Background: an optimization exercise with open tools, aiming at small area, a short achievable clock period and few clock cycles. Do not read the settings as production practice.
At most, simulation tests tie the RTL to the original design; equivalence was not proved.
Power and IR drop assume default switching activity.

## v6
==> flow/design.v <==
`timescale 1ns / 1ps
module Mips16(clk, reset, imem_addr, imem_data, dmem_addr, dmem_wdata, dmem_we,
              dmem_rdata, dout, wb_en, wb_reg, halted);
input clk, reset;
input [15:0] imem_data, dmem_rdata;
output [8:0] imem_addr, dmem_addr;
output [15:0] dmem_wdata, dout;
output dmem_we, wb_en, halted;
output [2:0] wb_reg;
localparam FN_ZERO = 4'd0, FN_SUM = 4'd1, FN_AND = 4'd2, FN_OR = 4'd3, FN_XOR = 4'd4,
           FN_SLT = 4'd5, FN_SLL = 4'd6, FN_SRL = 4'd7, FN_LW = 4'd8;
reg [8:0]  pc;           
reg        halted_r;
reg [15:0] e_a, e_b;     
reg [6:0]  e_imm;        
reg [2:0]  e_sh;         
reg [3:0]  e_fn;
reg        e_sub, e_we, e_sw, e_br, e_bne, e_pred, e_halt;
reg [2:0]  e_dst;
reg [8:0]  e_alt;        
reg        wb_en_r;
reg [2:0]  wb_reg_r;
reg [15:0] dout_r;
reg [15:0] rf [1:7];
reg [7:1]  rf_ok;
wire [16:0] sum = {1'b0, e_a} + {1'b0, e_b} + {16'h0000, e_sub};
wire        ltu = !sum[16];
reg  [15:0] res;
always @* begin
	case (e_fn)
		FN_SUM: res = sum[15:0];
		FN_AND: res = e_a & e_b;
		FN_OR:  res = e_a | e_b;
		FN_XOR: res = e_a ^ e_b;
		FN_SLT: res = {15'h0000, ltu};
		FN_SLL: res = e_b << e_sh;
		FN_SRL: res = e_b >> e_sh;
		FN_LW:  res = dmem_rdata;
		default: res = 16'h0000;
	endcase
end
ALU_addr agen(.base(e_a[8:0]), .off(e_imm), .addr(dmem_addr));
assign dmem_wdata = e_b;
assign dmem_we    = e_sw;
wire br_taken = (e_a == e_b) ^ e_bne;
wire redirect = e_br && (br_taken != e_pred);
wire kill     = redirect || e_halt || halted_r;
wire [2:0] f_op   = imem_data[15:13];
wire [2:0] f_rs   = imem_data[12:10];
wire [2:0] f_rt   = imem_data[9:7];
wire [2:0] f_rd   = imem_data[6:4];
wire [3:0] f_func = imem_data[3:0];
wire [6:0] f_imm  = imem_data[6:0];
wire       f_isr  = (f_op == 3'b000);
wire       f_halt = f_isr && (f_func == 4'b1111);
wire       f_isimm = (f_op == 3'b001) || (f_op == 3'b010) || (f_op == 3'b011);
wire       f_lw   = (f_op == 3'b110);
wire       f_br   = (f_op[2:1] == 2'b10);
wire [2:0] f_dst  = f_isr ? f_rd : f_rt;
wire       f_we   = ((f_isr && !f_halt) || f_isimm || f_lw) && (f_dst != 3'b000);
wire       f_pred = f_br && ((f_rs == f_rt) ? !f_op[0] : (f_imm[6] | f_op[0]));
wire [8:0] f_off  = {{2{f_imm[6]}}, f_imm};
wire [8:0] f_pc1  = pc + 9'd1;
wire [8:0] f_tgt  = f_pc1 + f_off;
reg  [3:0] f_fn;
always @* begin
	case (f_op)
		3'b000: case (f_func)
			4'd0: f_fn = FN_SLL;
			4'd1, 4'd2: f_fn = FN_SUM;
			4'd3: f_fn = FN_AND;
			4'd4: f_fn = FN_OR;
			4'd5: f_fn = FN_XOR;
			4'd6: f_fn = FN_SLT;
			4'd7: f_fn = FN_SRL;
			default: f_fn = FN_ZERO;
		endcase
		3'b001: f_fn = FN_SUM;
		3'b010: f_fn = FN_OR;
		3'b011: f_fn = FN_SLT;
		3'b110: f_fn = FN_LW;
		default: f_fn = FN_ZERO;
	endcase
end
wire f_sub = (f_isr && (f_func == 4'd2 || f_func == 4'd6)) || (f_op == 3'b011);
reg [15:0] f_a, f_b;
integer i;
always @* begin
	f_a = 16'h0000;
	f_b = 16'h0000;
	for (i = 1; i < 8; i = i + 1) begin
		if (f_rs == i && rf_ok[i]) f_a = f_a | rf[i];
		if (f_rt == i && rf_ok[i]) f_b = f_b | rf[i];
	end
	if (e_we && e_dst == f_rs) f_a = res;
	if (e_we && e_dst == f_rt) f_b = res;
	if (f_isimm) f_b = {{9{f_imm[6]}}, f_imm};
	if (f_sub) f_b = ~f_b;
end
always @(posedge clk) begin
	if (reset) begin
		pc <= 9'd0;
		halted_r <= 1'b0;
		e_we <= 1'b0;
		e_sw <= 1'b0;
		e_br <= 1'b0;
		e_halt <= 1'b0;
		wb_en_r <= 1'b0;
		rf_ok <= 7'd0;
	end else begin
		if (redirect)
			pc <= e_alt;
		else if (!kill)
			pc <= f_pred ? f_tgt : f_pc1;
		if (e_halt)
			halted_r <= 1'b1;
		e_we <= f_we && !kill;
		e_sw <= (f_op == 3'b111) && !kill;
		e_br <= f_br && !kill;
		e_halt <= f_halt && !kill;
		wb_en_r <= e_we;
		if (e_we)
			rf_ok[e_dst] <= 1'b1;
	end
	e_a <= f_a;
	e_b <= f_b;
	e_imm <= f_imm;
	e_sh <= f_rs;
	e_fn <= f_fn;
	e_sub <= f_sub;
	e_bne <= f_op[0];
	e_pred <= f_pred;
	e_dst <= f_dst;
	e_alt <= f_pred ? f_pc1 : f_tgt;
	wb_reg_r <= e_dst;
	dout_r <= res;
	if (e_we)
		rf[e_dst] <= res;
end
assign imem_addr = pc;
assign dout = dout_r;
assign wb_en = wb_en_r;
assign wb_reg = wb_reg_r;
assign halted = halted_r;
endmodule
`timescale 1ns / 1ps
module ALU_addr(base, off, addr);
input  [8:0] base;
input  [6:0] off;
output [8:0] addr;
assign addr = base + {{2{off[6]}}, off};
endmodule
clock: 7.0 ns
lec_check: 0
cap_margin: 20
core_margin: 2
core_utilization: 40
cts_buf_list: sky130_fd_sc_hd__clkbuf_8
setup_slack_margin: 3
slew_margin: 20
synth_hierarchical: 1
standard.sh (not shown) runs the stock make flow with config.mk's settings and CLKGATE_MAP_FILE= SYNTH_SCRIPT=/design/flow/synth_recipe.tcl, a recipe that flattens the netlist after the stock synthesis.
==> flow/flow/run.sh <==
#!/bin/bash
# Layout flow: the standard synthesis (standard.sh synth, unchanged), then
# the standard ORFS layout with two changes: port buffers made from
# sky130_fd_sc_hd__buf_2, and the resizer allowed to change a cell's footprint
# when it sizes cells for timing (MATCH_CELL_FOOTPRINT=0).
# Each step's full output goes to its own log in this folder.
set -euo pipefail
export BUFFER_PORTS_ARGS="-buffer_cell sky130_fd_sc_hd__buf_2"
bash standard.sh synth > synth.log 2>&1
sed 's/ CLKGATE_MAP_FILE= / CLKGATE_MAP_FILE= MATCH_CELL_FOOTPRINT=0 /' standard.sh > standard_layout.sh
grep -q 'MATCH_CELL_FOOTPRINT=0' standard_layout.sh
bash standard_layout.sh > layout.log 2>&1
v6 went all the way through synthesis, placement and routing and the layout is clean on timing, DRC and antenna.
The following lists how v7 was set up differently from v6:
==> flow/design.v, changed modules only <==
module Mips16(clk, reset, imem_addr, imem_data, dmem_addr, dmem_wdata, dmem_we,
              dmem_rdata, dout, wb_en, wb_reg, halted);
input clk, reset;
input [15:0] imem_data, dmem_rdata;
output [8:0] imem_addr, dmem_addr;
output [15:0] dmem_wdata, dout;
output dmem_we, wb_en, halted;
output [2:0] wb_reg;
localparam FN_ZERO = 4'd0, FN_SUM = 4'd1, FN_AND = 4'd2, FN_OR = 4'd3, FN_XOR = 4'd4,
           FN_SLT = 4'd5, FN_SLL = 4'd6, FN_SRL = 4'd7, FN_LW = 4'd8;
reg [8:0]  pc;           
reg        halted_r;
reg [15:0] e_a, e_b;     
reg [8:0]  e_addr;       
reg [2:0]  e_sh;         
reg [3:0]  e_fn;
reg        e_sub, e_we, e_sw, e_br, e_bne, e_pred, e_halt;
reg [2:0]  e_dst;
reg [8:0]  e_alt;        
reg        wb_en_r;
reg [2:0]  wb_reg_r;
reg [15:0] dout_r;
reg [15:0] rf [1:7];
reg [7:1]  rf_ok;
wire [16:0] sum = {1'b0, e_a} + {1'b0, e_b} + {16'h0000, e_sub};
wire        ltu = !sum[16];
reg  [15:0] res;
always @* begin
	case (e_fn)
		FN_SUM: res = sum[15:0];
		FN_AND: res = e_a & e_b;
		FN_OR:  res = e_a | e_b;
		FN_XOR: res = e_a ^ e_b;
		FN_SLT: res = {15'h0000, ltu};
		FN_SLL: res = e_b << e_sh;
		FN_SRL: res = e_b >> e_sh;
		FN_LW:  res = dmem_rdata;
		default: res = 16'h0000;
	endcase
end
assign dmem_addr  = e_addr;
assign dmem_wdata = e_b;
assign dmem_we    = e_sw;
wire br_taken = (e_a == e_b) ^ e_bne;
wire redirect = e_br && (br_taken != e_pred);
wire kill     = redirect || e_halt || halted_r;
wire stall;
wire [2:0] f_op   = imem_data[15:13];
wire [2:0] f_rs   = imem_data[12:10];
wire [2:0] f_rt   = imem_data[9:7];
wire [2:0] f_rd   = imem_data[6:4];
wire [3:0] f_func = imem_data[3:0];
wire [6:0] f_imm  = imem_data[6:0];
wire       f_isr  = (f_op == 3'b000);
wire       f_halt = f_isr && (f_func == 4'b1111);
wire       f_isimm = (f_op == 3'b001) || (f_op == 3'b010) || (f_op == 3'b011);
wire       f_lw   = (f_op == 3'b110);
wire       f_br   = (f_op[2:1] == 2'b10);
wire [2:0] f_dst  = f_isr ? f_rd : f_rt;
wire       f_we   = ((f_isr && !f_halt) || f_isimm || f_lw) && (f_dst != 3'b000);
wire       f_pred = f_br && ((f_rs == f_rt) ? !f_op[0] : (f_imm[6] | f_op[0]));
wire [8:0] f_off  = {{2{f_imm[6]}}, f_imm};
wire       f_mem  = (f_op[2:1] == 2'b11);
assign     stall  = f_mem && e_we && (e_dst == f_rs);
wire [8:0] f_pc1  = pc + 9'd1;
wire [8:0] f_tgt  = f_pc1 + f_off;
reg  [3:0] f_fn;
always @* begin
	case (f_op)
		3'b000: case (f_func)
			4'd0: f_fn = FN_SLL;
			4'd1, 4'd2: f_fn = FN_SUM;
			4'd3: f_fn = FN_AND;
			4'd4: f_fn = FN_OR;
			4'd5: f_fn = FN_XOR;
			4'd6: f_fn = FN_SLT;
			4'd7: f_fn = FN_SRL;
			default: f_fn = FN_ZERO;
		endcase
		3'b001: f_fn = FN_SUM;
		3'b010: f_fn = FN_OR;
		3'b011: f_fn = FN_SLT;
		3'b110: f_fn = FN_LW;
		default: f_fn = FN_ZERO;
	endcase
end
wire f_sub = (f_isr && (f_func == 4'd2 || f_func == 4'd6)) || (f_op == 3'b011);
reg [15:0] f_ra, f_a, f_b;
integer i;
always @* begin
	f_ra = 16'h0000;
	f_b = 16'h0000;
	for (i = 1; i < 8; i = i + 1) begin
		if (f_rs == i && rf_ok[i]) f_ra = f_ra | rf[i];
		if (f_rt == i && rf_ok[i]) f_b = f_b | rf[i];
	end
	f_a = f_ra;
	if (e_we && e_dst == f_rs) f_a = res;
	if (e_we && e_dst == f_rt) f_b = res;
	if (f_isimm) f_b = {{9{f_imm[6]}}, f_imm};
	if (f_sub) f_b = ~f_b;
end
wire [8:0] f_addr;
ALU_addr agen(.base(f_ra[8:0]), .off(f_imm), .addr(f_addr));
always @(posedge clk) begin
	if (reset) begin
		pc <= 9'd0;
		halted_r <= 1'b0;
		e_we <= 1'b0;
		e_sw <= 1'b0;
		e_br <= 1'b0;
		e_halt <= 1'b0;
		wb_en_r <= 1'b0;
		rf_ok <= 7'd0;
	end else begin
		if (redirect)
			pc <= e_alt;
		else if (!kill && !stall)
			pc <= f_pred ? f_tgt : f_pc1;
		if (e_halt)
			halted_r <= 1'b1;
		e_we <= f_we && !kill && !stall;
		e_sw <= (f_op == 3'b111) && !kill && !stall;
		e_br <= f_br && !kill;
		e_halt <= f_halt && !kill;
		wb_en_r <= e_we;
		if (e_we)
			rf_ok[e_dst] <= 1'b1;
	end
	e_a <= f_a;
	e_b <= f_b;
	e_addr <= f_addr;
	e_sh <= f_rs;
	e_fn <= f_fn;
	e_sub <= f_sub;
	e_bne <= f_op[0];
	e_pred <= f_pred;
	e_dst <= f_dst;
	e_alt <= f_pred ? f_pc1 : f_tgt;
	wb_reg_r <= e_dst;
	dout_r <= res;
	if (e_we)
		rf[e_dst] <= res;
end
assign imem_addr = pc;
assign dout = dout_r;
assign wb_en = wb_en_r;
assign wb_reg = wb_reg_r;
assign halted = halted_r;
endmodule
Results
Per the comparison of v7 with v6, area fraction in compound gates after synthesis has increased; die area went up 0.59%; number of buffers on the longest clock path has remained practically unchanged.
Side by side, combined global-route utilization of all metal layers turned out lower in v7 than in v6.
v7 closes out successfully: all stages finished, all timing, DRC and antenna checks passed.
Taking v6 as the reference point, the instance area at placement of v7 rises by 0.78%.
Diff v6 -> v7: total number of clock tree sinks +2, routing usage on met1 has decreased, worst supply voltage drop on vdd now smaller, final total power now sits higher.
The portion of netlist area occupied by mux cells reported for v7 is greater than that of v6 by 0.37 points.
v7: combinational share of power 1.2 points below v6
Where routed wire length is concerned, v6 is outperformed by v7.
Testbench counts of v7, summed over its fixed seeds: cycles 15,929.
Only the layout flow was run in v6; the RTL was not checked for function there.

==> afterwards: timing with drivers on the ports <==
The flow's constraints put no driver on any port. The routed layouts listed below were extracted and timed again, unchanged, in two steps. Step 1 (the two cells are an assumption about what drives the block):
set clk [get_ports {clk}]
set_driving_cell -lib_cell sky130_fd_sc_hd__clkbuf_16 $clk
set_driving_cell -lib_cell sky130_fd_sc_hd__buf_2 [delete_from_list [all_inputs] $clk]
Step 2 times the ports against the registers' clock, not the clock port: input delays grow and output delays shrink by t, the midpoint of the rising clock arrivals with the driver on. Three values: ideal, step 1, step 2; two values: the first two.
| run | t (ns) | setup WS [ns] | worst register clock-pin slew, ns |
|---|---|---|---|
| v6 | 0.577 | 3.111 / 3.067 / 3.445 | 0.07 / 0.07 |
| v7 | 0.576 | 3.168 / 3.161 / 2.585 | 0.07 / 0.07 |
After both steps every run listed still meets setup and hold. For v7, which loses most, drivers alone change the setup slack by -0.007 ns; drivers and shift together by -0.583 ns.
